What follows belongs to an exercise in optimizing a design on an open flow for small area and a short achievable clock period; a production flow would make more cautious choices. Only simulation tests tie the RTL to the original design; equivalence was not proved.

**design/flow/config.mk**
```make
export PLATFORM = sky130hd
export DESIGN_NAME = pa_pipeline
export DESIGN_NICKNAME = pa_pipeline
export VERILOG_FILES = /design/flow/design.v
export SDC_FILE = /design/flow/constraint.sdc
export NUM_CORES = 4
export LEC_CHECK = 0
export CAP_MARGIN = 20
export CORE_MARGIN = 2
export CORE_UTILIZATION = 40
export SLEW_MARGIN = 20
```
**design/flow/constraint.sdc**
```tcl
create_clock -name core_clock -period 80.0 [get_ports {clk}]
set_input_delay 16.0000 -clock core_clock [delete_from_list [all_inputs] [get_ports {clk}]]
set_output_delay 16.0000 -clock core_clock [all_outputs]
set_load 0.01 [all_outputs]
```
**design/flow/design.v**
```verilog
module fetch(output reg [4:0] rs,
             output reg [4:0] rt,
             output reg [4:0] rd,
             output reg [1:0] op,
             output reg       valid,
             input [31:0]     instr_in,
             input [1:0]      op_in,
             input            rst,
             input            clk);
   always @(posedge clk) begin
      valid <= ~rst & (instr_in != 32'd0);
      rs    <= instr_in[25:21];
      rt    <= instr_in[20:16];
      rd    <= instr_in[15:11];
      op    <= op_in;
   end
endmodule  
module decode (output [31:0]  read_a,
               output [31:0]  read_b,
               input [4:0]    f_rs,
               input [4:0]    f_rt,
               input [1023:0] regfile);
   reg [31:0] a, b;
   integer    i;
   always @* begin
      a = 32'd0;
      b = 32'd0;
      for (i = 0; i < 32; i = i + 1) begin
         a = a | (regfile[i*32 +: 32] & {32{f_rs == i}});
         b = b | (regfile[i*32 +: 32] & {32{f_rt == i}});
      end
   end
   assign read_a = a;
   assign read_b = b;
endmodule  
module execute(output reg [4:0]  out_rd,
               output reg [31:0] out_data,
               output [4:0]      wr_addr,
               output [31:0]     wr_data,
               input [31:0]      read_a,
               input [31:0]      read_b,
               input [4:0]       f_rd,
               input [1:0]       f_op,
               input             f_valid,
               input             rst,
               input             clk);
   localparam J0 = 24, J1 = 17, J2 = 11, J3 = 5;
   localparam WBK = 18;    
   function automatic [32:0] div_row;    
      input [31:0] rem;
      input [31:0] d;
      input integer j;
      input integer kind;
      reg [31:0] t, G, P, Gn, Pn;
      reg        dz, ge;
      integer    k, s, w, l;
      begin
         w = 32 - j;
         t = rem >> j;
         dz = 1'b1;
         for (k = 0; k < 32; k = k + 1)
           if (k >= w && d[k]) dz = 1'b0;
         for (k = 0; k < 32; k = k + 1) begin
            G[k] = ~t[k] & d[k];
            P[k] = ~t[k] | d[k];
         end
         if (kind == 0) begin
            for (s = 1; s < 32; s = s * 2) begin
               Gn = G; Pn = P;
               for (k = 0; k < 32; k = k + 1)
                 if (k >= s && k < w) begin
                    Gn[k] = G[k] | (P[k] & G[k-s]);
                    Pn[k] = P[k] & P[k-s];
                 end
               G = Gn; P = Pn;
            end
         end else if (kind == 1) begin
            for (s = 1; s < 32; s = s * 2)
              for (k = 2*s - 1; k < 32; k = k + 2*s)
                if (k < w) begin
                   G[k] = G[k] | (P[k] & G[k-s]);
                   P[k] = P[k] & P[k-s];
                end
            for (s = 8; s >= 1; s = s / 2)
              for (k = 3*s - 1; k < 32; k = k + 2*s)
                if (k < w) begin
                   G[k] = G[k] | (P[k] & G[k-s]);
                   P[k] = P[k] & P[k-s];
                end
         end else if (kind == 2) begin
            for (k = 1; k < 32; k = k + 1)
              if (k < w) begin
                 G[k] = G[k] | (P[k] & G[k-1]);
                 P[k] = P[k] & P[k-1];
              end
         end else begin
            for (s = 1; s < 32; s = s * 2)
              for (k = 0; k < 32; k = k + 1)
                if ((k & s) && k < w) begin
                   G[k] = G[k] | (P[k] & G[(k & ~(s-1)) - 1]);
                   P[k] = P[k] & P[(k & ~(s-1)) - 1];
                end
         end
         ge = dz & ~G[w-1];
         div_row[31:0] = rem;
         for (k = 0; k < 32; k = k + 1)
           if (k < w)
             div_row[j+k] = t[k] ^ (ge & (d[k] ^ (k == 0 ? 1'b0 : G[k-1])));
         div_row[32] = ge;
      end
   endfunction
   reg [31:0] r0, q0;
   always @* begin : c0
      reg [32:0] row;
      integer j;
      r0 = read_a;
      q0 = 32'd0;
      for (j = 31; j >= J0; j = j - 1) begin
         row = div_row(r0, read_b, j, 32 - j >= WBK ? 1 : 2);
         r0 = row[31:0];
         q0[j] = row[32];
      end
      if (f_op != 2'b11)
        r0 = read_a;
   end
   reg [31:0]  s1_rem, s1_b;
   reg [31:J0] s1_q;
   reg [1:0]   s1_op;
   reg [4:0]   s1_rd;
   reg         s1_zero;
   always @(posedge clk) begin
      if (rst)
        s1_zero <= 1'b1;
      else if (f_valid)
        s1_zero <= 1'b0;
      if (f_valid) begin
         s1_rem <= r0;
         s1_q   <= q0[31:J0];
         s1_b   <= read_b;
         s1_op  <= f_op;
         s1_rd  <= f_rd;
      end
   end
   reg [31:0] r1, q1, res1;
   always @* begin : c1
      reg [32:0] row;
      integer j;
      r1 = s1_rem;
      q1 = 32'd0;
      q1[31:J0] = s1_q;
      for (j = J0 - 1; j >= J1; j = j - 1) begin
         row = div_row(r1, s1_b, j, 32 - j >= WBK ? 1 : 2);
         r1 = row[31:0];
         q1[j] = row[32];
      end
      case (s1_op)
        2'b00, 2'b01: res1 = s1_rem + (s1_b ^ {32{s1_op[0]}}) + s1_op[0];
        2'b10: res1 = s1_rem * s1_b;
        default: res1 = s1_b;
      endcase
   end
   reg [31:0]  s2_rem, s2_d;
   reg [31:J1] s2_q;
   reg         s2_div, s2_zero;
   reg [4:0]   s2_rd;
   always @(posedge clk) begin
      s2_rem  <= r1;
      s2_q    <= q1[31:J1];
      s2_d    <= res1;
      s2_div  <= s1_op == 2'b11;
      s2_rd   <= s1_rd;
      s2_zero <= rst | s1_zero;
   end
   reg [31:0] r2, q2;
   always @* begin : c2
      reg [32:0] row;
      integer j;
      r2 = s2_rem;
      q2 = 32'd0;
      q2[31:J1] = s2_q;
      for (j = J1 - 1; j >= J2; j = j - 1) begin
         row = div_row(r2, s2_d, j, 32 - j >= WBK ? 1 : 2);
         r2 = row[31:0];
         q2[j] = row[32];
      end
   end
   reg [31:0]  s3_rem, s3_d;
   reg [31:J2] s3_q;
   reg         s3_div, s3_zero;
   reg [4:0]   s3_rd;
   always @(posedge clk) begin
      s3_rem  <= r2;
      s3_q    <= q2[31:J2];
      s3_d    <= s2_d;
      s3_div  <= s2_div;
      s3_rd   <= s2_rd;
      s3_zero <= rst | s2_zero;
   end
   reg [31:0] r3, q3;
   always @* begin : c3
      reg [32:0] row;
      integer j;
      r3 = s3_rem;
      q3 = 32'd0;
      q3[31:J2] = s3_q;
      for (j = J2 - 1; j >= J3; j = j - 1) begin
         row = div_row(r3, s3_d, j, 32 - j >= WBK ? 1 : 2);
         r3 = row[31:0];
         q3[j] = row[32];
      end
   end
   reg [31:0]  s4_rem, s4_d;
   reg [31:J3] s4_q;
   reg         s4_div, s4_zero;
   reg [4:0]   s4_rd;
   always @(posedge clk) begin
      s4_rem  <= r3;
      s4_q    <= q3[31:J3];
      s4_d    <= s3_d;
      s4_div  <= s3_div;
      s4_rd   <= s3_rd;
      s4_zero <= rst | s3_zero;
   end
   reg [31:0] r4, q4;
   always @* begin : c4
      reg [32:0] row;
      integer j;
      r4 = s4_rem;
      q4 = 32'd0;
      q4[31:J3] = s4_q;
      for (j = J3 - 1; j >= 0; j = j - 1) begin
         row = div_row(r4, s4_d, j, 32 - j >= WBK ? 1 : 2);
         r4 = row[31:0];
         q4[j] = row[32];
      end
   end
   assign wr_addr = s4_zero ? 5'd0 : s4_rd;
   assign wr_data = s4_zero ? 32'd0 : (s4_div ? q4 : s4_d);
   always @(posedge clk) begin
      if (rst) begin
         out_rd   <= 5'd0;
         out_data <= 32'd0;
      end else begin
         out_rd   <= wr_addr;
         out_data <= wr_data;
      end
   end
endmodule  
module writeback(output [1023:0] regfile,
                 input [4:0]     write_addr,
                 input [31:0]    write_data,
                 input           rst,
                 input           clk);
   localparam [1023:0] INIT = {
      32'h45bafcea, 32'hee5789aa, 32'hea0c5a27, 32'h6f96f3f7,
      32'hf949358b, 32'h7542d788, 32'h0e2b660c, 32'hd2f99200,
      32'h9e5e40fb, 32'haf87bfe2, 32'h011635f4, 32'h786740fd,
      32'ha44e5587, 32'h87bbdd41, 32'hc75a7602, 32'hf3b1fbfa,
      32'h16de2d22, 32'h40b81c62, 32'he8064845, 32'h505200eb,
      32'h49afad3b, 32'hd369366a, 32'h5d7358e9, 32'h93d13470,
      32'h6604223b, 32'h187dfe03, 32'ha3c8a3e3, 32'haf33e6a0,
      32'h7b3cee55, 32'h2411d091, 32'h5db58acc, 32'h00000000};
   reg          rst_q;
   reg [1023:0] rf;
   assign regfile = rf;
   always @(posedge clk)
     rst_q <= rst;
   wire [31:0] data1 = write_data | {32{rst_q}};
   wire [31:0] data0 = write_data & ~{32{rst_q}};
   genvar i, b;
   generate
      for (i = 0; i < 32; i = i + 1) begin : g_reg
         wire en = rst_q | (write_addr == i);
         for (b = 0; b < 32; b = b + 1) begin : g_bit
            always @(posedge clk)
              if (en)
                rf[i*32 + b] <= INIT[i*32 + b] ? data1[b] : data0[b];
         end
      end
   endgenerate
endmodule  
module pa_pipeline(input         clk,
                   input         rst,
                   input [31:0]  instr_in,
                   input [1:0]   op_in,
                   output [4:0]  wb_addr,
                   output [31:0] wb_data);
   wire [4:0]    f_rs, f_rt, f_rd;
   wire [1:0]    f_op;
   wire          f_valid;
   wire [31:0]   read_a, read_b;
   wire [4:0]    wr_addr;
   wire [31:0]   wr_data;
   wire [1023:0] regfile;
   fetch m0(f_rs, f_rt, f_rd, f_op, f_valid, instr_in, op_in, rst, clk);
   decode m1(read_a, read_b, f_rs, f_rt, regfile);
   execute m2(wb_addr, wb_data, wr_addr, wr_data, read_a, read_b, f_rd,
              f_op, f_valid, rst, clk);
   writeback m3(regfile, wr_addr, wr_data, rst, clk);
endmodule  
```
**design/flow/run.sh**
```bash
#!/bin/bash
# synth_recipe.tcl (not shown) runs the flow's synth.tcl, then flattens the netlist and writes it again
# the make line also repeats each setting of config.mk as NAME=value (left out here)
make -C /OpenROAD-flow-scripts/flow DESIGN_CONFIG=/design/flow/config.mk WORK_HOME=/design/flow/orfs CLKGATE_MAP_FILE= SYNTH_SCRIPT=/design/flow/synth_recipe.tcl finish
```
==> impl_results.md, run 1 <==
- Final Wtd Congestion: 0.977
- TritonCTS Buffers: 154
- Post-synth top cells: edfxtp_1, nand2_1, xnor2_1
- Row count: 188
- Largest net degree at the start of global routing: 66
- PortBufs: 72
- Post-synth ARST share: 0
- IO Pins: 73
- First-pass GRT wire length: 652000 um
- Clock Sinks: 1436
- RSZ-0062 raised after global routing: no
- Slowest stage delay, CP: 0.84 ns
- Status: finished clean
- Dpl hpwl: 296000 um
- CP max stage cell: a2111oi_2
- Top cells by area, synth: edfxtp_1, fa_1, dfxtp_1, xnor2_1, a22oi_1
- Count leader, synth: edfxtp_1
- CP Launch Type: flop
- Fmax: 0.0473 GHz
- Pre-antenna DRT Iters: 12
- Delay-heaviest family, CP: compound AO/OA/AOI/OAI gates
- Clk_skew: 0.118 ns
- Post-layout min period: 21.13 ns
- Synth Register Bits: 1436
- Final Hold Fails: 0
- Layout cells sized above 1: 0.105
- Arrival time at the worst endpoint: 21.56 ns
- Final period util: 0.264
- Die width: 517 um
- Iter 0 DRT Violations: 15300
- Hold buffers post-CTS: 0
- Register area share after synthesis: 0.378
- Post-Syn Instances: 10800
- Vias in the first global route: 91200
- GRT Util Overall: 0.335
- Clk Tree Root Cell: clkbuf_16
- Vias per inst: 6.74
- CP endpoint kind: flop
- Slew @ Worst Pin: 1.39 ns
- Post-CTS Resized: 0
- H-tree levels: 4
- Clk latency of the worst-skew pair: 0.89 ns
- Initial core utilization: 0.401
- Inst Count DP: 14000
- Final-stage net count: 11200
- Area Growth Syn to Fin: 9.52%
- Antenna violations before repair: 36
- Synth top area share: 0.315
- Synth area leader: edfxtp_1
- Clock-pin slew on the worst setup and hold paths: 0.06 ns
- Die height: 517 um
- Synth cell types: 176
- Bufs on Longest Clock Path: 3
- Via count: 96500
- Max-slew violation count: 0
- Critical path class: flop to flop
- Worst endpoint required time: 80.43 ns
- Slew headroom: 0.0543
- Hold Crit Class: flop to flop
- Setup TNS: 0 ns
- Crit path max fanout: 30
- Top_reg_cell synth: edfxtp_1
- Post-synthesis net count: 11400
- DRC Markers: 0
- Critical path buffers and inverters: 6
- Post-synthesis cell area: 0.105 sq mm
- Synth warn: 1399
- CORE AREA: 0.262 sq mm
- EDFF count, synth: 1103
- Max_cap viols: 0
- Final setup viols: 0
- Mean Syn Cell Area: 9.70 sq um
- Cell Count, Final, Fillers Out: 14300
- Post-CTS setup buffers: 0
- Wire length per cell: 32.3 um
- CTS tree: done
- DIE AREA: 0.267 sq mm
- Final wirelength: 463000 um
- Routed Antenna Nets: 0
- Overflow after GRT: 0
layout by cell type (no fill, tap or decap), types with 188 or more instances in the layout:
| master | synthesis | final |
|---|---|---|
| nor2_1 | 649 | 605 |
| and3_1 | 200 | 200 |
| nand2_1 | 1050 | 1050 |
| fa_1 | 409 | 409 |
| buf_4 | 17 | 305 |
| xnor2_1 | 726 | 725 |
| edfxtp_1 | 1103 | 1103 |
| a22oi_1 | 661 | 660 |
| o21ai_0 | 307 | 307 |
| dfxtp_1 | 333 | 328 |
| inv_1 | 658 | 658 |
| and2_1 | 228 | 218 |
| a21oi_1 | 309 | 309 |
| nand4_1 | 188 | 188 |
| nor3_1 | 194 | 191 |
| nand3_1 | 309 | 309 |
registers in the layout, indices dropped and copies added (netlist names), 2 cells and up:
signal       cells
m2.out_rd        5
m2.s4_rem       32
m2.s4_q         27
m2.s1_rem       32
m2.s1_rd         5
m2.s3_rd         5
m2.s2_rem       32
m2.s1_op         2
m0.rt            5
m0.rs            5
m2.s1_q          8
m2.out_data     32
m2.s4_d         32
m2.s2_q         15
m2.s2_d         32
m2.s3_rem       32
m2.s1_b         32
m3.rf         1024
m2.s3_q         21
m2.s3_d         32
m2.s2_rd         5
m2.s4_rd         5
m0.rd            5
m0.op            2
stage by stage:
| stage | setup WS, ns | cell area [sq um] | util | hold WS [ns] |
|---|---|---|---|---|
| after global routing | 57.42 | 115000 | 0.439 | 0.284 |
| final | 58.87 | 115000 | 0.440 | 0.270 |
| after floorplan | 63.02 | 105000 | - | 0.310 |
| after global placement | 59.29 | 109000 | 0.418 | 0.311 |
| after detailed placement | 59.16 | 110000 | 0.418 | 0.312 |
| after CTS | 59.06 | 115000 | 0.438 | 0.268 |
kinds of logic (layout without fill, tap and decap cells):
group,after synthesis,count (layout),synth area share
simple gates,3445,3445,0.165
compound gates,2754,2754,0.196
buf+inv,1441,1382,0.0590
flops,1436,1436,0.378
xor+xnor,888,888,0.0747
fa+ha+maj,770,770,0.117
mux,104,104,0.0102
other cells,0,36,0
area by class of cell:
cell class / instances / area [sq um]
antenna: 36 / 90.1
clock buffer: 183 / 4090
clock inverter: 103 / 1280
fill: 24900 / 147000
inverter: 716 / 2690
multi-input combinational: 7961 / 59800
sequential: 1436 / 39800
tap: 3515 / 4400
timing repair buffer: 380 / 3070
worst paths after layout:
kind / depth (start not counted) / slack, ns / endpoint / from
max: 61 / 58.87 / m3.rf[640] / m2.s4_d[2]
max reg2reg: 61 / 58.87 / m3.rf[640] / m2.s4_d[2]
min: 0 / 0.27 / m2.s3_q[27] / m2.s2_q[27]
min reg2reg: 0 / 0.27 / m2.s3_q[27] / m2.s2_q[27]
per-layer routing:
layer / share of wire / GRT usage / vias to the layer above
li1: - / - / 39500
met2: 0.42 / 0.493 / 7816
met1: 0.36 / 0.414 / 47000
met4: 0.079 / 0.209 / 22
met5: 0.00043 / 0.00288 / -
met3: 0.14 / 0.125 / 2185
==> run 2: changes to the inputs <==
--- a/design/flow/design.v
+++ b/design/flow/design.v
@@ -109,6 +109,31 @@
          div_row[32] = ge;
       end
    endfunction
+   function automatic [31:0] booth_mul;
+      input [31:0] a;
+      input [31:0] b;
+      reg [32:0] bx;
+      reg [31:0] pp, sum;
+      reg [2:0]  dig;
+      reg        one, two, neg;
+      integer    i, k;
+      begin
+         bx = {b, 1'b0};
+         sum = 32'd0;
+         for (i = 0; i < 16; i = i + 1) begin
+            dig = bx[2*i +: 3];
+            one = dig[0] ^ dig[1];
+            two = (dig == 3'b011) | (dig == 3'b100);
+            neg = dig[2] & ~(dig[1] & dig[0]);
+            pp = 32'd0;
+            for (k = 0; k < 32; k = k + 1)
+              if (k >= 2*i)
+                pp[k] = ((one & a[k-2*i]) | (two & (k > 2*i ? a[k-2*i-1] : 1'b0))) ^ neg;
+            sum = sum + pp + ({31'd0, neg} << (2*i));
+         end
+         booth_mul = sum;
+      end
+   endfunction
    reg [31:0] r0, q0;
    always @* begin : c0
       reg [32:0] row;
@@ -155,7 +180,7 @@
       end
       case (s1_op)
         2'b00, 2'b01: res1 = s1_rem + (s1_b ^ {32{s1_op[0]}}) + s1_op[0];
-        2'b10: res1 = s1_rem * s1_b;
+        2'b10: res1 = booth_mul(s1_rem, s1_b);
         default: res1 = s1_b;
       endcase
    end
==> design/flow/flow/run.sh (new file) <==
#!/bin/bash
# Own flow: the standard layout (standard synthesis, same clock and
# constraints), with the timing repair steps asked to leave 62 ns of setup
# slack at the 80 ns clock, so that they size and buffer the logic instead
# of stopping as soon as the 80 ns clock is met.
cp standard.sh standard_sh.txt
export SETUP_SLACK_MARGIN=62
echo "export SETUP_SLACK_MARGIN = 62" >> config.mk
bash standard.sh > standard.log 2>&1
status=$?
cp config.mk config_used.txt
exit $status
==> design/flow/standard.sh (new file) <==
#!/bin/bash
# synth_recipe.tcl (not shown) runs the flow's synth.tcl, then flattens the netlist and writes it again
# the make line also repeats each setting of config.mk as NAME=value (left out here)
make -C /OpenROAD-flow-scripts/flow DESIGN_CONFIG=/design/flow/config.mk WORK_HOME=/design/flow/orfs CLKGATE_MAP_FILE= SYNTH_SCRIPT=/design/flow/synth_recipe.tcl "${@:-finish}"
--- a/design/flow/config.mk
+++ b/design/flow/config.mk
@@ -7,5 +7,6 @@
 export LEC_CHECK = 0
 export CAP_MARGIN = 20
 export CORE_MARGIN = 2
-export CORE_UTILIZATION = 40
+export CORE_UTILIZATION = 50
 export SLEW_MARGIN = 20
+export SETUP_SLACK_MARGIN = 62
removed: design/flow/run.sh
==> run 2 against run 1 <==
Core utilization is 11 points higher. Clock skew is 0.047 ns lower. Wire length is 0.11% lower. Setup slack better by 3.2 ns. Critical endpoint is now wb_data[21]. Final cell count is 5.0% lower. Sequential share of layout area is 0.55 points higher. Largest cell class unchanged. Synthesized cell count is 1.2% higher. Via count is 1.7% higher.
==> impl_results.md, run 2 <==
- Largest net degree at the start of global routing: 143 (+120%)
- Post-Syn Instances: 11000 (+1.2%)
- Final Hold Fails: 0 (unchanged)
- Clk_skew: 0.0707 ns (-0.0472 ns)
- Critical path buffers and inverters: 1 (-5)
- Register area share after synthesis: 0.384 (+0.00603)
- Arrival time at the worst endpoint: 1.94 ns (-19.62 ns)
- DIE AREA: 0.211 sq mm (-21%)
- Delay-heaviest family, CP: buffers and inverters
- Hold_sp: m2.s2_rem[5]
- Max-slew violation count: 0 (unchanged)
- EDFF count, synth: 1103 (unchanged)
- Wire length per cell: 34.0 um (+5.2%)
- Vias in the first global route: 92100 (+0.95%)
- Final wirelength: 463000 um (-0.11%)
- Row count: 167 (-11%)
- Setup slack, reg-to-reg: 62.52 ns (+3.65 ns)
- Cell Count, Final, Fillers Out: 13600 (-5.0%)
- Vias per inst: 7.21 (+7.1%)
- CP startpoint: m2.out_data[21]
- Crit path max fanout: 1 (-97%)
- Worst path cell trace: clkdlybuf4s50_1
- CP Launch Type: flop
- Synth warn: 1399 (unchanged)
- Critical path class: flop to output port
- Fmax: 0.0558 GHz (+18%)
- Setup WS pre-CTS: 60.22 ns (+1.06 ns)
- Die height: 459 um (-11%)
- RSZ-0062 raised after global routing: yes
- Final setup viols: 0 (unchanged)
- Bufs on Longest Clock Path: 3 (unchanged)
- Reg with most FFs: m3.rf
- IO Pins: 73 (unchanged)
- Clock Sinks: 1436 (unchanged)
- Stages on worst setup path: 1 (-98%)
- Post-synth top cells: edfxtp_1, nand2_1, xnor2_1
- Largest register FFs: 1024 (unchanged)
- Synth area leader: edfxtp_1
- Slew headroom: 0.123 (+0.0687)
- GRT Util Overall: 0.425 (+0.0893)
- Die width: 459 um (-11%)
- Most frequent cells in the layout: edfxtp_1, nand2_1, xnor2_1
- Final Wtd Congestion: 0.985 (+0.77%)
- Via count: 98200 (+1.7%)
- Post-synthesis net count: 11300 (-0.76%)
- Clock-pin slew on the worst setup and hold paths: 0.06 ns (about the same)
- CP endpoint kind: output port
- Overflow after GRT: 0 (unchanged)
- CTS tree: done
- Post-synth ARST share: 0 (unchanged)
- Layout cells sized above 1: 0.110 (+0.00443)
- Worst endpoint required time: 64.00 ns (-16.43 ns)
- PortBufs: 72 (unchanged)
- H-tree levels: 4 (unchanged)
- Clk latency of the worst-skew pair: 0.89 ns (about the same)
- Final-stage net count: 11100 (-1.0%)
- Post-synthesis cell area: 0.104 sq mm (-1.6%)
- Setup ws final: 62.06 ns (+3.20 ns)
- Commonest non-fill, non-tap cell in the layout: edfxtp_1
- Area Growth Syn to Fin: 9.57% (about the same)
- Pre-antenna DRT Iters: 7 (-5)
- Max_cap viols: 0 (unchanged)
- Initial core utilization: 0.501 (+0.100)
- CP max stage cell: clkdlybuf4s50_1
- CP endpoint: wb_data[21]
- Slew @ Worst Pin: 1.30 ns (-0.0875 ns)
- TritonCTS Buffers: 160 (+3.9%)
- DRC Markers: 0 (unchanged)
- Inst Count DP: 13200 (-5.4%)
- Mean Syn Cell Area: 9.44 sq um (-2.7%)
- Count leader, synth: edfxtp_1
- Dpl hpwl: 304000 um (+2.9%)
- Iter 0 DRT Violations: 14600 (-4.8%)
- Final period util: 0.224 (-0.0400)
- Hold Crit Class: flop to flop
- Synth cell types: 161 (-8.5%)
- Start of the worst register-to-register path: m0.rt[4]
- Clk Tree Root Cell: clkbuf_16
- Post-layout min period: 17.94 ns (-3.20 ns)
- Worst R2R End: m2.s1_rem[25]
- CORE AREA: 0.206 sq mm (-21%)
- Routed Antenna Nets: 0 (unchanged)
- Top_reg_cell synth: edfxtp_1
- Synth top area share: 0.320 (+0.00502)
- Antenna violations before repair: 25 (-31%)
- Status: finished clean
- Setup TNS: 0 ns (unchanged)
- First-pass GRT wire length: 656000 um (+0.61%)
- Reg2Reg Depth: 59 (-3.3%)
- Slowest stage delay, CP: 0.61 ns (-0.23 ns)
- Synth Register Bits: 1436 (unchanged)
- Hold slack: 0.323 ns (+0.0529 ns)
- Top cells by area, synth: edfxtp_1, xnor2_1, dfxtp_1, a22oi_1, nand3_1
==> run 2: changes by cell type after synthesis, moves of 56 or more <==
| cell | change |
|---|---|
| inv_1 | -323 |
| and2_1 | -102 |
| clkbuf_1 | +69 |
| nor4_1 | +58 |
| nand4_1 | +105 |
| xor2_1 | +56 |
| and3_1 | -78 |
| a22oi_1 | +60 |
| fa_1 | -221 |
| nand3_1 | +457 |
| nand2_1 | -223 |
==> run 2: worst min path at each step <==
| stage | cells past startpoint | slack (ns) | endpoint |
|---|---|---|---|
| floorplan | 0 | 0.31 | m2.s3_div |
| global placement | 0 | 0.31 | m2.s3_rem[2] |
| detailed placement | 0 | 0.31 | m2.s3_q[31] |
| CTS | 0 | 0.32 | m2.s3_rem[5] |
| global route | 0 | 0.33 | m2.s3_rem[5] |
| finish | 0 | 0.32 | m2.s3_rem[5] |
==> run 2: area by class of cell <==
type / instances / area (sq um)
Antenna cell: 26 / 65.1
Inverter: 385 / 1470
Fill cell: 18400 / 93000
Sequential cell: 1436 / 39800
Timing Repair Buffer: 426 / 3420
Tap cell: 2704 / 3380
Clock inverter: 90 / 1060
Multi-Input combinational cell: 8337 / 59800
Clock buffer: 207 / 4380
==> run 2: layer usage <==
layer / track usage / up-vias / share of wire
li1: - / 41200 / -
met1: 0.526 / 47600 / 0.36
met2: 0.643 / 7467 / 0.43
met3: 0.130 / 1922 / 0.13
met4: 0.271 / 14 / 0.080
met5: 0.00184 / - / 0.00022
==> run 2: worst reg2reg max path, delay by kind of cell, from the launching register on <==
family                     cells  cell delay [ns]
AOI/OAI and AO/OA             16             3.95
xor gates and xnor gates       3             0.43
adders and majority gates     14             5.12
buffers and inverters          7             1.99
DFF                            1             0.30
muxes                          1             0.39
and+or+nand+nor               18             4.99
==> run 2: timing repair <==
action                     in CTS  in global routing
setup endpoints to repair     111                108
resized for setup              39                117
gates cloned                    0                  3
hold endpoints to repair        0                  0
hold buffers                    0                  0
buffers inserted               10                 27
pin swaps                       4                 13
==> run 2: cells by family after synthesis <==
group,synth area share
simple gates,0.178
compound gates,0.214
flops,0.384
buf+inv,0.0506
xor+xnor,0.0837
fa+ha+maj,0.0764
mux,0.0129
==> run 2: through the flow <==
step	util	area, sq um
2_1_floorplan	-	104000
3_3_place_gp	0.517	107000
3_5_place_dp	0.517	107000
4_1_cts	0.544	112000
5_1_grt	0.549	113000
6_report	0.549	113000
==> run 3: changes to the inputs <==
--- a/design/flow/design.v
+++ b/design/flow/design.v
@@ -1,19 +1,23 @@
-module fetch(output reg [4:0] rs,
-             output reg [4:0] rt,
-             output reg [4:0] rd,
+module fetch(output [4:0]     rs,
+             output [4:0]     rt,
+             output [4:0]     rd,
              output reg [1:0] op,
-             output reg       valid,
+             output           valid,
              input [31:0]     instr_in,
              input [1:0]      op_in,
              input            rst,
              input            clk);
+   reg [31:0] instr;
+   reg        live;
    always @(posedge clk) begin
-      valid <= ~rst & (instr_in != 32'd0);
-      rs    <= instr_in[25:21];
-      rt    <= instr_in[20:16];
-      rd    <= instr_in[15:11];
+      live  <= ~rst;
+      instr <= instr_in;
       op    <= op_in;
    end
+   assign valid = live & (instr != 32'd0);
+   assign rs = instr[25:21];
+   assign rt = instr[20:16];
+   assign rd = instr[15:11];
 endmodule  
 module decode (output [31:0]  read_a,
                output [31:0]  read_b,
@@ -35,6 +39,7 @@
 endmodule  
 module execute(output reg [4:0]  out_rd,
                output reg [31:0] out_data,
+               output            wr_en,
                output [4:0]      wr_addr,
                output [31:0]     wr_data,
                input [31:0]      read_a,
@@ -44,7 +49,7 @@
                input             f_valid,
                input             rst,
                input             clk);
-   localparam J0 = 24, J1 = 17, J2 = 11, J3 = 5;
+   localparam J0 = 25, J1 = 17, J2 = 11, J3 = 5;
    localparam WBK = 18;    
    function automatic [32:0] div_row;    
       input [31:0] rem;
@@ -152,19 +157,14 @@
    reg [31:J0] s1_q;
    reg [1:0]   s1_op;
    reg [4:0]   s1_rd;
-   reg         s1_zero;
+   reg         s1_v;
    always @(posedge clk) begin
-      if (rst)
-        s1_zero <= 1'b1;
-      else if (f_valid)
-        s1_zero <= 1'b0;
-      if (f_valid) begin
-         s1_rem <= r0;
-         s1_q   <= q0[31:J0];
-         s1_b   <= read_b;
-         s1_op  <= f_op;
-         s1_rd  <= f_rd;
-      end
+      s1_v   <= f_valid & ~rst;
+      s1_rem <= r0;
+      s1_q   <= q0[31:J0];
+      s1_b   <= read_b;
+      s1_op  <= f_op;
+      s1_rd  <= f_rd;
    end
    reg [31:0] r1, q1, res1;
    always @* begin : c1
@@ -186,7 +186,7 @@
    end
    reg [31:0]  s2_rem, s2_d;
    reg [31:J1] s2_q;
-   reg         s2_div, s2_zero;
+   reg         s2_div, s2_v;
    reg [4:0]   s2_rd;
    always @(posedge clk) begin
       s2_rem  <= r1;
@@ -194,7 +194,7 @@
       s2_d    <= res1;
       s2_div  <= s1_op == 2'b11;
       s2_rd   <= s1_rd;
-      s2_zero <= rst | s1_zero;
+      s2_v    <= s1_v & ~rst;
    end
    reg [31:0] r2, q2;
    always @* begin : c2
@@ -211,7 +211,7 @@
    end
    reg [31:0]  s3_rem, s3_d;
    reg [31:J2] s3_q;
-   reg         s3_div, s3_zero;
+   reg         s3_div, s3_v;
    reg [4:0]   s3_rd;
    always @(posedge clk) begin
       s3_rem  <= r2;
@@ -219,7 +219,7 @@
       s3_d    <= s2_d;
       s3_div  <= s2_div;
       s3_rd   <= s2_rd;
-      s3_zero <= rst | s2_zero;
+      s3_v    <= s2_v & ~rst;
    end
    reg [31:0] r3, q3;
    always @* begin : c3
@@ -236,7 +236,7 @@
    end
    reg [31:0]  s4_rem, s4_d;
    reg [31:J3] s4_q;
-   reg         s4_div, s4_zero;
+   reg         s4_div, s4_v;
    reg [4:0]   s4_rd;
    always @(posedge clk) begin
       s4_rem  <= r3;
@@ -244,7 +244,7 @@
       s4_d    <= s3_d;
       s4_div  <= s3_div;
       s4_rd   <= s3_rd;
-      s4_zero <= rst | s3_zero;
+      s4_v    <= s3_v & ~rst;
    end
    reg [31:0] r4, q4;
    always @* begin : c4
@@ -259,19 +259,21 @@
          q4[j] = row[32];
       end
    end
-   assign wr_addr = s4_zero ? 5'd0 : s4_rd;
-   assign wr_data = s4_zero ? 32'd0 : (s4_div ? q4 : s4_d);
+   assign wr_en   = s4_v;
+   assign wr_addr = s4_rd;
+   assign wr_data = s4_div ? q4 : s4_d;
    always @(posedge clk) begin
       if (rst) begin
          out_rd   <= 5'd0;
          out_data <= 32'd0;
-      end else begin
+      end else if (s4_v) begin
          out_rd   <= wr_addr;
          out_data <= wr_data;
       end
    end
 endmodule  
 module writeback(output [1023:0] regfile,
+                 input           write_en,
                  input [4:0]     write_addr,
                  input [31:0]    write_data,
                  input           rst,
@@ -295,7 +297,7 @@
    genvar i, b;
    generate
       for (i = 0; i < 32; i = i + 1) begin : g_reg
-         wire en = rst_q | (write_addr == i);
+         wire en = rst_q | (write_en & (write_addr == i));
          for (b = 0; b < 32; b = b + 1) begin : g_bit
             always @(posedge clk)
               if (en)
@@ -314,12 +316,13 @@
    wire [1:0]    f_op;
    wire          f_valid;
    wire [31:0]   read_a, read_b;
+   wire          wr_en;
    wire [4:0]    wr_addr;
    wire [31:0]   wr_data;
    wire [1023:0] regfile;
    fetch m0(f_rs, f_rt, f_rd, f_op, f_valid, instr_in, op_in, rst, clk);
    decode m1(read_a, read_b, f_rs, f_rt, regfile);
-   execute m2(wb_addr, wb_data, wr_addr, wr_data, read_a, read_b, f_rd,
+   execute m2(wb_addr, wb_data, wr_en, wr_addr, wr_data, read_a, read_b, f_rd,
               f_op, f_valid, rst, clk);
-   writeback m3(regfile, wr_addr, wr_data, rst, clk);
+   writeback m3(regfile, wr_en, wr_addr, wr_data, rst, clk);
 endmodule  
==> design/flow/flow/run.sh (replaced) <==
#!/bin/bash
# Own flow: the standard layout (standard synthesis, same clock and
# constraints), with the timing repair steps asked to leave 62.5 ns of
# setup slack at the 80 ns clock, so that they size and buffer the logic
# instead of stopping as soon as the 80 ns clock is met, and with plain
# buffers (buf_4) as the port buffers.
export SETUP_SLACK_MARGIN=62.5
echo "export SETUP_SLACK_MARGIN = 62.5" >> config.mk
echo "export BUFFER_PORTS_ARGS = -buffer_cell sky130_fd_sc_hd__buf_4" >> config.mk
cp config.mk config_used.txt
bash standard.sh > standard.log 2>&1
--- a/design/flow/config.mk
+++ b/design/flow/config.mk
@@ -5,8 +5,10 @@
 export SDC_FILE = /design/flow/constraint.sdc
 export NUM_CORES = 4
 export LEC_CHECK = 0
+export ABC_AREA = 1
 export CAP_MARGIN = 20
 export CORE_MARGIN = 2
 export CORE_UTILIZATION = 50
 export SLEW_MARGIN = 20
-export SETUP_SLACK_MARGIN = 62
+export SETUP_SLACK_MARGIN = 62.5
+export BUFFER_PORTS_ARGS = -buffer_cell sky130_fd_sc_hd__buf_4
==> run 3 against run 2 <==
Setup slack better by 0.61 ns. Non-clock buffer count is 90 lower. Synthesized cell count is 1.8% higher. Clock skew is 0.019 ns lower. Sequential share of layout area is 3.2 points higher. Maximum frequency is 3.5% higher. Final cell count is 1.6% higher. Cell area is 9.6% lower.
==> impl_results.md, run 3 <==
- Crit path max fanout: 2 (+1)
- Synth top area share: 0.331 (+0.0105)
- Cell Count, Final, Fillers Out: 13800 (+1.6%)
- Hold slack: 0.307 ns (-0.0161 ns)
- Critical path class: flop to output port
- DRC Markers: 0 (unchanged)
- Reg with most FFs: m3.rf
- Inst Count DP: 13500 (+2.2%)
- Layout cells sized above 1: 0.0900 (-0.0199)
- Multi-input logic area: 0.0465 sq mm (-22%)
- GRT Util Overall: 0.394 (-0.0306)
- # fillers: 17100 (-7.1%)
- Status: finished clean
- Clk Tree Root Cell: clkbuf_16
- Slew headroom: 0.0857 (-0.0372)
- Post-synthesis net count: 11500 (+1.8%)
- Most frequent cells in the layout: nand2_1, inv_1, edfxtp_1
- First-pass GRT wire length: 548000 um (-16%)
- Sequential cell area: 0.0393 sq mm (-1.2%)
- Post-synth top cells: nand2_1, inv_1, edfxtp_1
- Die height: 435 um (-5.1%)
- PortBufs: 72 (unchanged)
- Largest net degree at the start of global routing: 65 (-55%)
- Largest register FFs: 1024 (unchanged)
- Final Wtd Congestion: 0.998 (+1.4%)
- Final-stage net count: 11600 (+4.2%)
- Slowest stage delay, CP: 0.34 ns (-0.27 ns)
- Final wirelength: 386000 um (-17%)
- Synth warn: 1399 (unchanged)
- Slew @ Worst Pin: 1.37 ns (+0.0679 ns)
- H-tree levels: 4 (unchanged)
- Mean Syn Cell Area: 8.33 sq um (-12%)
- Max_cap viols: 0 (unchanged)
- Clk_skew: 0.0515 ns (-0.0192 ns)
- RSZ-0062 raised after global routing: no
- Clock-pin slew on the worst setup and hold paths: 0.06 ns (about the same)
- Row count: 158 (-5.4%)
- Finished Core Util: 0.554 (+0.00442)
- Area Growth Syn to Fin: 10.3%
- Worst endpoint required time: 64.00 ns (about the same)
- TritonCTS Buffers: 157 (-1.9%)
- CORE AREA: 0.185 sq mm (-10%)
- Top cells by area, synth: edfxtp_1, nand2_1, dfxtp_1, xor2_1, inv_1
- Die width: 435 um (-5.1%)
- Setup TNS: 0 ns (unchanged)
- EDFF count, synth: 1024 (-7.2%)
- Antenna violations before repair: 19 (-24%)
- Wire length per cell: 27.9 um (-18%)
- Critical path buffers and inverters: 1 (unchanged)
- Initial core utilization: 0.502 (+0.000863)
- Iter 0 DRT Violations: 11400 (-22%)
- Final period util: 0.217 (-0.00764)
- DIE AREA: 0.190 sq mm (-10%)
- Synth cell types: 84 (-48%)
- Vias in the first global route: 78900 (-14%)
- Via count: 85500 (-13%)
- Overflow after GRT: 0 (unchanged)
- Count leader, synth: nand2_1
- Post-synthesis cell area: 0.0930 sq mm (-10%)
- Post-Syn Instances: 11200 (+1.8%)
- CP endpoint kind: output port
- Bufs on Longest Clock Path: 3 (unchanged)
- Worst path cell trace: buf_4
- IO Pins: 73 (unchanged)
- Delay-heaviest family, CP: flip-flops
- Arrival time at the worst endpoint: 1.32 ns (-0.62 ns)
- Register area share after synthesis: 0.423 (+0.0382)
- Clock Sinks: 1452 (+1.1%)
- Top_reg_cell synth: edfxtp_1
- Pre-antenna DRT Iters: 7 (unchanged)
- Setup WS pre-CTS: 62.68 ns (+2.47 ns)
- Final setup viols: 0 (unchanged)
- Hold Crit Class: flop to flop
- Synth Register Bits: 1452 (+1.1%)
- Routed Antenna Nets: 0 (unchanged)
- Clk latency of the worst-skew pair: 0.86 ns (-0.03 ns)
- CP max stage cell: dfxtp_1
- Post-layout min period: 17.32 ns (-0.611 ns)
- CTS tree: done
- Vias per inst: 6.18 (-14%)
- Commonest non-fill, non-tap cell in the layout: nand2_1
- Post-synth ARST share: 0 (unchanged)
- CP Launch Type: flop
- Synth area leader: edfxtp_1
- Fmax: 0.0577 GHz (+3.5%)
- Final Hold Fails: 0 (unchanged)
- Dpl hpwl: 271000 um (-11%)
- Max-slew violation count: 0 (unchanged)
- Setup ws final: 62.68 ns (+0.611 ns)
## run 3: cell count changes after synthesis, moves of 177 or more
cell      change
nand2_1    +1828
inv_1      +1124
xnor2_1     -714
a22oi_1     -680
xor2_1      +525
o22ai_1     +323
clkbuf_1    -275
nor3_1      -193
maj3_1      -177
## run 3: through the flow
stage	cell area, sq um
after CTS	102000
after global placement	97100
after global routing	103000
after detailed placement	97100
after floorplan	93000
final	103000
## run 3: final cells by class
cell class | count | share of cell area
clock buffers | 218 | 0.0431
inverters | 1555 | 0.0571
clock inverters | 71 | 0.00770
flip-flops and latches | 1452 | 0.383
multi-input cells | 7714 | 0.453
well taps | 2480 | 0.0302
diodes | 7 | 0.000171
repair buffers | 336 | 0.0248
## run 3: final timing paths
path | endpoint | cells after the start | startpoint | slack, ns
hold / removal | m2.s3_q[20] | 0 | m2.s2_q[20] | 0.31
hold reg to reg | m2.s3_q[20] | 0 | m2.s2_q[20] | 0.31
setup reg to reg | m2.s2_rem[17] | 110 | m2.s1_b[28] | 64.10
setup / recovery | wb_data[4] | 1 | m2.out_data[4] | 62.68
## run 3: layer usage
metal / part of all wire / GRT usage
met2: 0.43 / 0.605
met3: 0.11 / 0.0983
met1: 0.37 / 0.492
met4: 0.082 / 0.263
met5: 0.00029 / 0
## run 3: cell families (layout without fill, tap and decap cells)
family,count (synthesis),in the layout,synth area share
DFF,1452,1452,0.423
xor gates and xnor gates,801,801,0.0756
muxes,19,19,0.00215
other,0,7,0
adders and majority gates,358,358,0.0631
buffers and inverters,2000,2180,0.0848
AOI/OAI and AO/OA,1993,1994,0.143
and+or+nand+nor,4541,4542,0.209
## run 3: repair_timing
item                       4_1_cts  5_1_grt
hold buffers                     0        0
gates resized for setup          0       25
buffers inserted                 0        6
setup endpoints to repair        0       84
==> run 4: changes to the inputs <==
--- a/design/flow/config.mk
+++ b/design/flow/config.mk
@@ -9,6 +9,8 @@
 export CAP_MARGIN = 20
 export CORE_MARGIN = 2
 export CORE_UTILIZATION = 50
+export CTS_CLUSTER_DIAMETER = 60
+export CTS_CLUSTER_SIZE = 24
 export SLEW_MARGIN = 20
 export SETUP_SLACK_MARGIN = 62.5
 export BUFFER_PORTS_ARGS = -buffer_cell sky130_fd_sc_hd__buf_4
==> run 4 against run 3 <==
Maximum frequency about the same. Clock skew is 0.065 ns higher. Worst hold slack better by 0.0027 ns. Sequential share of layout area up 0.41 points. Cell area fell by 1.1%. Synthesized area stayed put. Setup slack gained 0.017 ns.
==> impl_results.md, run 4 <==
- Largest net degree at the start of global routing: 65 (unchanged)
- Clock-pin slew on the worst setup and hold paths: 0.09 ns (+0.03 ns)
- Sequential cell area: 0.0393 sq mm (unchanged)
- Max-slew violation count: 0 (unchanged)
- Setup TNS: 0 ns (unchanged)
- CTS tree: done
- CP Launch Type: flop
- Max_cap viols: 0 (unchanged)
- Synth area leader: edfxtp_1
- Pre-antenna DRT Iters: 7 (unchanged)
- Synth warn: 1399 (unchanged)
- Row count: 158 (unchanged)
- Count leader, synth: nand2_1
- Multi-input logic area: 0.0465 sq mm (about the same)
- Hold Crit Class: flop to flop
- CP endpoint kind: output port
- Die width: 435 um (unchanged)
- Post-layout min period: 17.31 ns (-0.0173 ns)
- Slowest stage delay, CP: 0.37 ns (+0.03 ns)
- Vias in the first global route: 78300 (-0.73%)
- Critical path class: flop to output port
- Post-synth ARST share: 0 (unchanged)
- Delay-heaviest family, CP: flip-flops
- TritonCTS Buffers: 111 (-29%)
- Final Hold Fails: 0 (unchanged)
- Initial core utilization: 0.502 (unchanged)
- Clk latency of the worst-skew pair: 0.84 ns (-0.02 ns)
- Clk Tree Root Cell: clkbuf_16
- Reg with most FFs: m3.rf
- Final period util: 0.216 (about the same)
- GRT Util Overall: 0.392 (-0.00206)
- Antenna violations before repair: 18 (-1)
- Register area share after synthesis: 0.423 (unchanged)
- Die height: 435 um (unchanged)
- Slew @ Worst Pin: 1.30 ns (-0.0713 ns)
- Wire length per cell: 27.9 um (about the same)
- H-tree levels: 3 (-1)
- CORE AREA: 0.185 sq mm (unchanged)
- Commonest non-fill, non-tap cell in the layout: nand2_1
- Final-stage net count: 11600 (-0.40%)
- Final Wtd Congestion: 0.998 (unchanged)
- Iter 0 DRT Violations: 11200 (-1.8%)
- CP max stage cell: dfxtp_1
- Final setup viols: 0 (unchanged)
- Synth cell types: 84 (unchanged)
- Clock Sinks: 1452 (unchanged)
- Status: finished clean
- DRC Markers: 0 (unchanged)
- Routed Antenna Nets: 0 (unchanged)
- Mean Syn Cell Area: 8.33 sq um (unchanged)
- Area Growth Syn to Fin: 9.10%
- Post-synth top cells: nand2_1, inv_1, edfxtp_1
- Bufs on Longest Clock Path: 3 (unchanged)
- DIE AREA: 0.190 sq mm (unchanged)
- Layout cells sized above 1: 0.0871 (-0.00284)
- # fillers: 17200 (+0.61%)
- Vias per inst: 6.17 (-0.23%)
- IO Pins: 73 (unchanged)
- Synth Register Bits: 1452 (unchanged)
- Worst path cell trace: buf_4
- Top_reg_cell synth: edfxtp_1
- Most frequent cells in the layout: nand2_1, inv_1, edfxtp_1
- Post-Syn Instances: 11200 (unchanged)
- Post-synthesis cell area: 0.0930 sq mm (unchanged)
- Largest register FFs: 1024 (unchanged)
- Slew headroom: 0.133 (+0.0476)
- Critical path buffers and inverters: 1 (unchanged)
- Post-synthesis net count: 11500 (unchanged)
- RSZ-0062 raised after global routing: no
- PortBufs: 72 (unchanged)
- Top cells by area, synth: edfxtp_1, nand2_1, dfxtp_1, xor2_1, inv_1
- Synth top area share: 0.331 (unchanged)
- First-pass GRT wire length: 545000 um (-0.45%)
- Overflow after GRT: 0 (unchanged)
- Finished Core Util: 0.548 (-0.00584)
- Crit path max fanout: 2 (unchanged)
- Dpl hpwl: 271000 um (unchanged)
- Fmax: 0.0578 GHz (about the same)
- EDFF count, synth: 1024 (unchanged)
- Clk_skew: 0.117 ns (+0.0651 ns)
- Hold slack: 0.310 ns (+0.00267 ns)
- Arrival time at the worst endpoint: 1.31 ns (about the same)
- Worst endpoint required time: 64.00 ns (about the same)
- Via count: 84900 (-0.75%)
- Final wirelength: 384000 um (-0.54%)
-- run 4: changes by cell type in the layout (fill, tap and decap cells not counted), moves of 9 or more --
cell and change:
clkinv_1 -9, clkinv_2 -21, clkbuf_8 -14, inv_8 +13, clkbuf_1 -31, clkbuf_16 -50
inv_12 +12
-- run 4: path summary, 6_finish.rpt --
| path | from | endpoint | slack (ns) | cells after the start |
|---|---|---|---|---|
| min reg2reg | m2.s2_rem[0] | m2.s3_rem[0] | 0.31 | 0 |
| max reg2reg | m2.s3_d[0] | m2.s4_rem[28] | 64.20 | 104 |
| max | m2.out_data[9] | wb_data[9] | 62.69 | 1 |
| min | m2.s2_rem[0] | m2.s3_rem[0] | 0.31 | 0 |
-- run 4: routing by layer --
metal	global-route usage	routed length (um)	vias up	part of all wire
li1	-	-	37900	-
met1	0.495	144000	40300	0.38
met4	0.258	31600	16	0.082
met3	0.0897	42000	1387	0.11
met2	0.603	166000	5273	0.43
met5	0	142	-	0.00037
-- run 4: cell type report --
type | instances | area share
Antenna cell | 13 | 0.000321
Timing Repair Buffer | 336 | 0.0251
Inverter | 1555 | 0.0577
Multi-Input combinational cell | 7714 | 0.458
Sequential cell | 1452 | 0.387
Clock inverter | 91 | 0.0125
Clock buffer | 120 | 0.0280
Tap cell | 2480 | 0.0306
-- run 4: what timing repair did --
item                                    4_1_cts  5_1_grt
gates resized for setup                       0       25
setup buffers                                 0        6
hold buffers                                  0        0
endpoints found under the setup margin        0       84
-- run 4: stage by stage --
stage | instances | cell area, sq um | setup slack (ns)
final | 13800 | 102000 | 62.69
after global routing | 13700 | 101000 | 62.50
after CTS | 13700 | 101000 | 62.64
after detailed placement | 13500 | 97100 | 62.68
after global placement | 13500 | 97100 | 63.02
after floorplan | 11200 | 93000 | 63.37
-- run 4: cell families (layout without fill, tap and decap cells) --
group,count (synthesis),after routing,synth area share
buf+inv,2000,2102,0.0848
fa+ha+maj,358,358,0.0631
mux,19,19,0.00215
simple gates,4541,4542,0.209
xor+xnor,801,801,0.0756
flops,1452,1452,0.423
other cells,0,13,0
compound gates,1993,1994,0.143
==> run 5: changes to the inputs <==
==> design/flow/config.mk (replaced) <==
export PLATFORM = sky130hd
export DESIGN_NAME = pa_pipeline
export DESIGN_NICKNAME = pa_pipeline
export VERILOG_FILES = /design/flow/design.v
export SDC_FILE = /design/flow/constraint.sdc
export NUM_CORES = 4
export LEC_CHECK = 0
export ABC_AREA = 1
export CAP_MARGIN = 40
export CORE_MARGIN = 2
export CORE_UTILIZATION = 50
export CTS_BUF_LIST = sky130_fd_sc_hd__clkbuf_8
export SLEW_MARGIN = 40
export SETUP_SLACK_MARGIN = 62.5
export BUFFER_PORTS_ARGS = -buffer_cell sky130_fd_sc_hd__buf_4
==> run 5 against run 4 <==
Still clean. Maximum frequency decreased by 1.0%. Cell area increased by 1.2%. Die area unchanged. Core utilization increased by 0.65 points. Via count increased by 1.8%. Setup slack got worse by 0.18 ns. Register-to-register slack got worse by 0.20 ns. Synthesized area unchanged.
==> impl_results.md, run 5 <==
- CP Launch Type: flop
- Via count: 86400 (+1.8%)
- RSZ-0062 raised after global routing: yes
- Critical path class: flop to output port
- Final-stage net count: 11700 (+1.2%)
- Vias per inst: 6.16 (about the same)
- Wire length per cell: 27.6 um (-1.1%)
- Largest net degree at the start of global routing: 65 (unchanged)
- Max-slew violation count: 0 (unchanged)
- Post-Syn Instances: 11200 (unchanged)
- EDFF count, synth: 1024 (unchanged)
- Post-synthesis net count: 11500 (unchanged)
- Most frequent cells in the layout: nand2_1, inv_1, edfxtp_1
- Status: finished clean
- Initial core utilization: 0.502 (unchanged)
- Count leader, synth: nand2_1
- Slew @ Worst Pin: 0.988 ns (-0.312 ns)
- Die width: 435 um (unchanged)
- Die height: 435 um (unchanged)
- Vias in the first global route: 79800 (+1.9%)
- Hold Crit Class: flop to flop
- Hold buffers post-CTS: 0 (unchanged)
- Top cells by area, synth: edfxtp_1, nand2_1, dfxtp_1, xor2_1, inv_1
- Fmax: 0.0572 GHz (-1.0%)
- Commonest non-fill, non-tap cell in the layout: nand2_1
- Post-synthesis cell area: 0.0930 sq mm (unchanged)
- Synth cell types: 84 (unchanged)
- Post-synth top cells: nand2_1, inv_1, edfxtp_1
- H-tree levels: 4 (+1)
- Synth top area share: 0.331 (unchanged)
- Final setup viols: 0 (unchanged)
- Crit path max fanout: 2 (unchanged)
- Critical path buffers and inverters: 1 (unchanged)
- Synth area leader: edfxtp_1
- Register area share after synthesis: 0.423 (unchanged)
- Post-layout min period: 17.49 ns (+0.180 ns)
- Reg with most FFs: m3.rf
- Final Hold Fails: 0 (unchanged)
- Layout cells sized above 1: 0.102 (+0.0150)
- # fillers: 17200 (-0.15%)
- Routed Antenna Nets: 0 (unchanged)
- TritonCTS Buffers: 238 (+110%)
- DRC Markers: 0 (unchanged)
- GRT Util Overall: 0.396 (+0.00342)
- Clock Sinks: 1452 (unchanged)
- Clock-pin slew on the worst setup and hold paths: 0.06 ns (-0.03 ns)
- Clk latency of the worst-skew pair: 1.06 ns (+0.22 ns)
- CP max stage cell: dfxtp_2
- Largest register FFs: 1024 (unchanged)
- Mean Syn Cell Area: 8.33 sq um (unchanged)
- Delay-heaviest family, CP: flip-flops
- Slowest stage delay, CP: 0.33 ns (-0.04 ns)
- Synth Register Bits: 1452 (unchanged)
- First-pass GRT wire length: 550000 um (+0.93%)
- Setup TNS: 0 ns (unchanged)
- Final instance area: 0.103 sq mm (+1.2%)
- CORE AREA: 0.185 sq mm (unchanged)
- Max_cap viols: 0 (unchanged)
- PortBufs: 72 (unchanged)
- Synth warn: 1399 (unchanged)
- Row count: 158 (unchanged)
- IO Pins: 73 (unchanged)
- Top_reg_cell synth: edfxtp_1
- Area after DPL: 0.0972 sq mm (+0.13%)
- Worst endpoint required time: 64.00 ns (about the same)
- Clk_skew: 0.0996 ns (-0.0171 ns)
- Clk Tree Root Cell: clkbuf_8
- Arrival time at the worst endpoint: 1.49 ns (+0.18 ns)
- Antenna violations before repair: 14 (-4)
- Post-synth ARST share: 0 (unchanged)
- Pre-antenna DRT Iters: 9 (+2)
- Bufs on Longest Clock Path: 3 (unchanged)
- CTS tree: done
- CP endpoint kind: output port
- Worst path cell trace: buf_6
- Final period util: 0.219 (+0.00224)
- Final wirelength: 387000 um (+0.73%)
- Area Growth Syn to Fin: 10.4%
- Overflow after GRT: 0 (unchanged)
- DIE AREA: 0.190 sq mm (unchanged)
- Slew headroom: 0.332 (+0.199)
- Dpl hpwl: 271000 um (about the same)
- Iter 0 DRT Violations: 11100 (-0.75%)
- Final Wtd Congestion: 0.998 (unchanged)
[run 5: cell counts after synthesis]
No cell type changed its count.
[run 5: through the flow]
step           instances  utilization  worst slack [ns]  hold WS [ns]
5_1_grt            14000        0.554             62.48         0.307
4_1_cts            14000        0.553             62.45         0.306
3_3_place_gp       13500        0.524             63.02         0.310
2_1_floorplan      11200            -             63.37         0.310
3_5_place_dp       13500        0.525             62.98         0.312
6_report           14000        0.554             62.51         0.300
[run 5: worst paths after layout]
kind | start | endpoint | slack [ns] | cells after the start
worst min register to register | m2.s3_q[15] | m2.s4_q[15] | 0.30 | 0
worst max register to register | m2.s1_b[28] | m2.s2_rem[17] | 64.00 | 110
worst max-delay path | m2.out_rd[4] | wb_addr[4] | 62.51 | 1
worst min-delay path | m2.s3_q[15] | m2.s4_q[15] | 0.30 | 0
[run 5: worst reg2reg max path: cells and delay by family (launching register included)]
kind / cells / cell delay [ns]
XOR/XNOR: 4 / 0.88
buffers and inverters: 7 / 1.63
AO/OA/AOI/OAI: 2 / 0.64
flip-flops: 1 / 0.37
AND/OR/NAND/NOR: 97 / 12.44
[run 5: metal layers]
| layer | global-route usage | wire length, um |
|---|---|---|
| met5 | 0 | 59 |
| met4 | 0.252 | 29600 |
| met3 | 0.0931 | 43300 |
| met2 | 0.610 | 169000 |
| met1 | 0.500 | 145000 |
[run 5: cell type report]
type	count	area, sq um	area share
clock inverter	183	1290	0.0126
tap	2480	3100	0.0302
timing repair buffer	353	2790	0.0272
antenna	20	50.0	0.000487
sequential	1452	39400	0.383
clock buffer	265	3650	0.0355
multi-input combinational	7714	46600	0.454
inverter	1555	5860	0.0571
[run 5: cells by family after synthesis]
| kind of cell | count (synthesis) | synth area share |
|---|---|---|
| buffers and inverters | 2000 | 0.0848 |
| and+or+nand+nor | 4541 | 0.209 |
| xor gates and xnor gates | 801 | 0.0756 |
| AOI/OAI and AO/OA | 1993 | 0.143 |
| adders and majority gates | 358 | 0.0631 |
| DFF | 1452 | 0.423 |
| muxes | 19 | 0.00215 |
[run 5: repair_timing]
item / 4_1_cts / 5_1_grt
pin swaps: 0 / 3
setup buffers: 6 / 6
setup endpoints to repair: 32 / 80
resized for setup: 63 / 26
gates cloned: 0 / 2
==> run 6: changes to the inputs <==
--- a/design/flow/config.mk
+++ b/design/flow/config.mk
@@ -6,10 +6,11 @@
 export NUM_CORES = 4
 export LEC_CHECK = 0
 export ABC_AREA = 1
-export CAP_MARGIN = 40
+export CAP_MARGIN = 20
 export CORE_MARGIN = 2
 export CORE_UTILIZATION = 50
-export CTS_BUF_LIST = sky130_fd_sc_hd__clkbuf_8
-export SLEW_MARGIN = 40
+export CTS_CLUSTER_DIAMETER = 90
+export CTS_CLUSTER_SIZE = 20
+export SLEW_MARGIN = 20
 export SETUP_SLACK_MARGIN = 62.5
 export BUFFER_PORTS_ARGS = -buffer_cell sky130_fd_sc_hd__buf_4
==> run 6 against run 5 <==
Critical path depth is the same. Worst hold slack gained 0.020 ns. Final cell count shrank 2.2%. Global-route usage shrank 0.37 points.
==> impl_results.md, run 6 <==
- Status: finished clean
- Hold Path Cell Cnt: 0 (unchanged)
- Vias per inst: 6.19 (+0.53%)
- Synth Area in Compound Gates: 0.143 (unchanged)
- Count leader, synth: nand2_1
- PortBufs: 72 (unchanged)
- Worst endpoint required time: 64.00 ns (about the same)
- Pre-antenna DRT Iters: 10 (+1)
- Max_cap viols: 0 (unchanged)
- RSZ-0062 raised after global routing: no
- Layout cells sized above 1: 0.0801 (-0.0220)
- Hold Crit Class: flop to flop
- Commonest non-fill, non-tap cell in the layout: nand2_1
- Routed Antenna Nets: 0 (unchanged)
- IO Pins: 73 (unchanged)
- EDFF count, synth: 1024 (unchanged)
- Post-synthesis net count: 11500 (unchanged)
- Post-layout min period: 17.30 ns (-0.186 ns)
- Reg2Reg Depth: 109 (-0.91%)
- First-pass GRT wire length: 545000 um (-0.93%)
- Synth warn: 1399 (unchanged)
- # fillers: 17300 (+0.61%)
- CP Launch Type: flop
- Die width: 435 um (unchanged)
- Post-synth top cells: nand2_1, inv_1, edfxtp_1
- Sequential cell area: 0.0393 sq mm (-0.10%)
- CORE AREA: 0.185 sq mm (unchanged)
- Register area share after synthesis: 0.423 (unchanged)
- Arrival time at the worst endpoint: 1.30 ns (-0.19 ns)
- Synth area leader: edfxtp_1
- Wire length per cell: 28.0 um (+1.7%)
- Inst Count DP: 13500 (-0.037%)
- Clk latency of the worst-skew pair: 0.80 ns (-0.26 ns)
- Via count: 84900 (-1.7%)
- Simple-gate portion of the synthesized area: 0.209 (unchanged)
- Clk_skew: 0.0626 ns (-0.0370 ns)
- Slew @ Worst Pin: 1.33 ns (+0.337 ns)
- Row count: 158 (unchanged)
- Multi-input logic area: 0.0465 sq mm (-0.17%)
- Final-stage net count: 11500 (-1.4%)
- Final Wtd Congestion: 0.998 (unchanged)
- Bufs on Longest Clock Path: 3 (unchanged)
- XOR/XNOR Fraction of Synth Area: 0.0756 (unchanged)
- Vias in the first global route: 78100 (-2.2%)
- Critical path class: flop to output port
- Main combinational cell family by area after synthesis: simple AND/OR/NAND/NOR gates
- Largest net degree at the start of global routing: 65 (unchanged)
- Post-synth ARST share: 0 (unchanged)
- Critical path buffers and inverters: 1 (unchanged)
- Start of the worst register-to-register path: m2.s2_d[2]
- Final wirelength: 384000 um (-0.58%)
- Hold_sp: m2.s2_rem[7]
- Antenna violations before repair: 19 (+5)
- Stages on worst setup path: 1 (unchanged)
- Overflow after GRT: 0 (unchanged)
- Largest register FFs: 1024 (unchanged)
- Mux contribution to synthesized area: 0.00215 (unchanged)
- DRC Markers: 0 (unchanged)
- Cell Count, Final, Fillers Out: 13700 (-2.2%)
- Dpl hpwl: 271000 um (about the same)
- Most frequent cells in the layout: nand2_1, inv_1, edfxtp_1
- Worst path cell trace: buf_4
- Initial core utilization: 0.502 (unchanged)
- Final setup viols: 0 (unchanged)
- Final period util: 0.216 (-0.00233)
- Top cells by area, synth: edfxtp_1, nand2_1, dfxtp_1, xor2_1, inv_1
- GRT Util Overall: 0.392 (-0.00369)
- TritonCTS Buffers: 91 (-62%)
- Clock Sinks: 1452 (unchanged)
- Post-Syn Instances: 11200 (unchanged)
- Reg with most FFs: m3.rf
- CP max stage cell: dfxtp_1
- Max-slew violation count: 0 (unchanged)
- Area after DPL: 0.0971 sq mm (-0.13%)
- CP startpoint: m2.out_data[9]
- Adder-Cell Fraction of Synth Area: 0.0631 (unchanged)
- Delay-heaviest family, CP: flip-flops
- Final instance area: 0.100 sq mm (-2.3%)
- Top_reg_cell synth: edfxtp_1
- Setup TNS: 0 ns (unchanged)
- Area Growth Syn to Fin: 7.81%
- CP endpoint kind: output port
- Crit path max fanout: 2 (unchanged)
- Slowest stage delay, CP: 0.38 ns (+0.05 ns)
- Clock-pin slew on the worst setup and hold paths: 0.09 ns (+0.03 ns)
- Die height: 435 um (unchanged)
- H-tree levels: 3 (-1)
- DIE AREA: 0.190 sq mm (unchanged)
- Synth Register Bits: 1452 (unchanged)
- Fmax: 0.0578 GHz (+1.1%)
- Iter 0 DRT Violations: 11100 (+0.027%)
- Final Hold Fails: 0 (unchanged)
- Clk Tree Root Cell: clkbuf_16
- Slew headroom: 0.116 (-0.216)
- Post-synthesis cell area: 0.0930 sq mm (unchanged)
- Synth top area share: 0.331 (unchanged)
- CTS tree: done
- Synth cell types: 84 (unchanged)
- Mean Syn Cell Area: 8.33 sq um (unchanged)
## run 6: logic make-up after synthesis
family / count (synthesis)
AO/OA/AOI/OAI: 1993
flip-flops: 1452
AND/OR/NAND/NOR: 4541
buffers and inverters: 2000
adder cells (fa/ha/maj): 358
multiplexers: 19
XOR/XNOR: 801
## run 6: timing repair
item,CTS,global route
buffers inserted,0,7
resized for setup,0,25
hold buffers,0,0
setup endpoints to repair,0,83
## run 6: worst paths after layout
kind	to	slack [ns]
min	m2.s3_rem[7]	0.32
min reg2reg	m2.s3_rem[7]	0.32
max reg2reg	m2.s3_rem[14]	64.13
max	wb_data[9]	62.70
## run 6: final cells by class
type                       count  area share
multi-input combinational   7714       0.464
timing repair buffer         337      0.0254
clock inverter                25     0.00403
tap                         2480      0.0309
inverter                    1555      0.0584
antenna                       10    0.000249
sequential                  1452       0.392
clock buffer                 134      0.0251
## run 6: metrics by stage
| stage | hold WS, ns | utilization | setup slack [ns] |
|---|---|---|---|
| after detailed placement | 0.312 | 0.524 | 62.68 |
| final | 0.320 | 0.542 | 62.70 |
| after floorplan | 0.310 | - | 63.37 |
| after global placement | 0.310 | 0.524 | 63.02 |
| after CTS | 0.320 | 0.540 | 62.62 |
| after global routing | 0.324 | 0.541 | 62.50 |
## run 6: layer usage
metal	wire length, um	global-route usage	share of wire	up-vias
met5	112	0	0.00029	-
met4	31200	0.257	0.081	16
met3	42800	0.0910	0.11	1395
met2	166000	0.604	0.43	5246
met1	144000	0.493	0.37	40400
li1	-	-	-	37800

==> afterwards: timing with drivers on the ports <==
No port has a modelled driver above. Below, the same layouts with a new extraction and two added sets of constraints. Step 1 (the two cells are an assumption about what drives the block):
set clk [get_ports {clk}]
set_driving_cell -lib_cell sky130_fd_sc_hd__clkbuf_16 $clk
set_driving_cell -lib_cell sky130_fd_sc_hd__buf_2 [delete_from_list [all_inputs] $clk]
Step 2 moves the port delays by t, midway between the first and last clock arrival at a register: inputs arrive t later, outputs are due t later. That takes back most of the time a late clock gives input paths. Three values: ideal, step 1, step 2; two values: the first two.
| run | t (ns) | slack for setup (ns) | worst hold slack (ns) | slew at the worst register clock pin (ns) |
|---|---|---|---|---|
| run 1 | 0.918 | 58.868 / 58.868 / 58.868 | 0.270 / 0.270 / 0.270 | 0.10 / 0.10 |
| run 2 | 0.946 | 62.065 / 61.965 / 61.770 | 0.323 / 0.323 / 0.323 | 0.07 / 0.07 |
| run 3 | 0.930 | 62.676 / 62.576 / 62.951 | 0.307 / 0.307 / 0.307 | 0.07 / 0.07 |
| run 4 | 0.879 | 62.693 / 62.603 / 62.961 | 0.310 / 0.310 / 0.310 | 0.10 / 0.10 |
| run 5 | 1.094 | 62.514 / 62.432 / 62.914 | 0.300 / 0.300 / 0.300 | 0.07 / 0.07 |
| run 6 | 0.853 | 62.700 / 62.611 / 62.959 | 0.320 / 0.320 / 0.320 | 0.10 / 0.10 |
After both steps every run listed still meets setup and hold. For run 2, which loses most, drivers alone change the setup slack by -0.100 ns; drivers and shift together by -0.295 ns.
